Source: an optimization exercise on an open RTL-to-GDS flow (aim: small area). Production flows keep margins and buffers that such runs may drop. RTL that was checked went through simulation tests only; none was proved equivalent to the original. Power and IR drop assume default switching activity.

Setup of the previous run:
Design fifo, start of the top module:
module fifo(input wire clk, reset, wr, rd, input wire [15:0] d_in,
            output wire full, empty, output wire [15:0] d_out);
Size in the first run: ~500 cells after synthesis, about 250 flip-flops, ~8900 um^2 of cells after synthesis.
==> module ctrl, before the edit <==
module ctrl (input wire [3:0] cnt, input wire wr, rd, reset,
             output wire full, empty, we, output wire [3:0] cnt_d, output wire last_re_d);
	wire re;
	assign empty = (cnt == 4'd0);
	assign full  = (cnt == 4'd15);
	assign we = wr & ~full;
	assign re = rd & ~empty;
	assign cnt_d = reset ? 4'd0 : cnt + {3'b000, we} - {3'b000, re};
	assign last_re_d = ~reset & re;
endmodule
==> module dec, before the edit <==
module dec (input wire [3:0] cnt, output wire [14:0] nsel);
	wire [3:0] lo, hi;
	assign lo[0] = ~cnt[1] & ~cnt[0];
	assign lo[1] = ~cnt[1] &  cnt[0];
	assign lo[2] =  cnt[1] & ~cnt[0];
	assign lo[3] =  cnt[1] &  cnt[0];
	assign hi[0] = ~cnt[3] & ~cnt[2];
	assign hi[1] = ~cnt[3] &  cnt[2];
	assign hi[2] =  cnt[3] & ~cnt[2];
	assign hi[3] =  cnt[3] &  cnt[2];
	genvar k;
	generate for (k = 0; k < 15; k = k + 1) begin : g_dec
		assign nsel[k] = ~(lo[k % 4] & hi[k / 4]);
	end endgenerate
endmodule
Settings: LEC_CHECK=0, CAP_MARGIN=20, CORE_MARGIN=2, CORE_UTILIZATION=60, PLACE_DENSITY=0.75, SLEW_MARGIN=20, SYNTH_HIERARCHICAL=1, SYNTH_MINIMUM_KEEP_SIZE=0; clock period 5.0 ns.
standard.sh (not shown) runs the stock make flow with config.mk's settings and CLKGATE_MAP_FILE= SYNTH_SCRIPT=/design/flow/synth_recipe.tcl, a recipe that flattens the netlist after the stock synthesis.
==> flow/flow/run.sh <==
#!/bin/bash
# The standard ORFS flow (standard.sh, which also runs the standard
# synthesis), with three changes to how the layout is made:
#  - ports are buffered with the smallest buffer (buf_1) instead of the
#    default clkdlybuf4s50_1;
#  - CTS clusters about 20 registers per clkbuf_8 and adds no dummy loads;
#  - after placement repair, gates with positive slack are sized down
#    (repair_timing -recover_power), see post_resize.tcl.
set -euo pipefail
here=$(pwd)
export BUFFER_PORTS_ARGS="-buffer_cell sky130_fd_sc_hd__buf_1"
export CTS_ARGS="-sink_clustering_enable -repair_clock_nets -dont_use_dummy_load -buf_list sky130_fd_sc_hd__clkbuf_8 -sink_clustering_size 20 -sink_clustering_max_diameter 60"
export POST_RESIZE_TCL="$here/flow/post_resize.tcl"
bash standard.sh finish > "$here/flow_make.log" 2>&1
==> flow/flow/post_resize.tcl <==
# Size down gates that have slack to spare, then legalise.
repair_timing -recover_power 100 -verbose
detailed_placement
--- input diff the previous run..the current run ---
--- a/flow/design.v
+++ b/flow/design.v
@@ -27,27 +27,37 @@
 endmodule
 module ctrl (input wire [3:0] cnt, input wire wr, rd, reset,
              output wire full, empty, we, output wire [3:0] cnt_d, output wire last_re_d);
-	wire re;
-	assign empty = (cnt == 4'd0);
-	assign full  = (cnt == 4'd15);
+	wire re, up, dn;
+	wire [3:0] t;
+	assign empty = ~(cnt[0] | cnt[1] | cnt[2] | cnt[3]);
+	assign full  = cnt[0] & cnt[1] & cnt[2] & cnt[3];
 	assign we = wr & ~full;
 	assign re = rd & ~empty;
-	assign cnt_d = reset ? 4'd0 : cnt + {3'b000, we} - {3'b000, re};
+	assign up = we & ~re;
+	assign dn = re & ~we;
+	assign t[0] = up | dn;
+	assign t[1] = (up & cnt[0]) | (dn & ~cnt[0]);
+	assign t[2] = (up & cnt[0] & cnt[1]) | (dn & ~cnt[0] & ~cnt[1]);
+	assign t[3] = (up & cnt[0] & cnt[1] & cnt[2]) | (dn & ~cnt[0] & ~cnt[1] & ~cnt[2]);
+	assign cnt_d = {4{~reset}} & (cnt ^ t);
 	assign last_re_d = ~reset & re;
+endmodule
+module dec2 (input wire [1:0] a, output wire [3:0] y);
+	assign y[0] = ~a[1] & ~a[0];
+	assign y[1] = ~a[1] &  a[0];
+	assign y[2] =  a[1] & ~a[0];
+	assign y[3] =  a[1] &  a[0];
+endmodule
+module nand2 (input wire a, b, output wire y);
+	assign y = ~(a & b);
 endmodule
 module dec (input wire [3:0] cnt, output wire [14:0] nsel);
 	wire [3:0] lo, hi;
-	assign lo[0] = ~cnt[1] & ~cnt[0];
-	assign lo[1] = ~cnt[1] &  cnt[0];
-	assign lo[2] =  cnt[1] & ~cnt[0];
-	assign lo[3] =  cnt[1] &  cnt[0];
-	assign hi[0] = ~cnt[3] & ~cnt[2];
-	assign hi[1] = ~cnt[3] &  cnt[2];
-	assign hi[2] =  cnt[3] & ~cnt[2];
-	assign hi[3] =  cnt[3] &  cnt[2];
+	dec2 dl (cnt[1:0], lo);
+	dec2 dh (cnt[3:2], hi);
 	genvar k;
 	generate for (k = 0; k < 15; k = k + 1) begin : g_dec
-		assign nsel[k] = ~(lo[k % 4] & hi[k / 4]);
+		nand2 n (lo[k % 4], hi[k / 4], nsel[k]);
 	end endgenerate
 endmodule
 module fifo(input wire clk, reset, wr, rd, input wire [15:0] d_in,
==> comparison <==
- Routability congestion estimate (the previous run / the current run): 0.933
- The endpoint of the worst setup timing path comes out d_out[14] in one run and d_out[6] in the other, namely in the previous run and the current run respectively.
- Going from the previous run to the current run, cell count +3; wire length of the first global-routing pass -about 13%; detailed placer's ending HPWL -420 um.
- Compared with the previous run, in the current run part of the cycle the worst path needs dropped 6.3 points, worst setup slack rose 310 ps.
- In the current run, the largest vdd supply drop came out 15% above the value in the previous run.
- Comparing the current run and the previous run, the higher starting utilization of the core area is on the previous run.
- Re combinational share of power: the current run is 0.4 points down on the previous run.
- The current run vs the previous run: number of buffers other than clock buffers in the final layout down in the current run
Function not checked in the previous run: the RTL went through the layout flow alone.

afterwards: timing with drivers on the ports:
No port has a modelled driver above. Below, the same layouts with a new extraction and two added sets of constraints. Step 1: set_driving_cell puts a clkbuf_16 on clk and a buf_2 on each other input, an assumption about the parent block. Step 2 times the ports against the registers' clock, not the clock port: input delays grow and output delays shrink by t, the midpoint of the rising clock arrivals with the driver on. a / b / c = no drivers / after step 1 / after step 2; a / b = the first two.
run	t (ns)	setup WS [ns]	worst setup path at the end
the previous run	0.520	1.058 / 1.023 / 1.544	register to output
the current run	0.520	1.373 / 1.334 / 1.824	input to register
After both steps setup and hold are still met in every run listed.
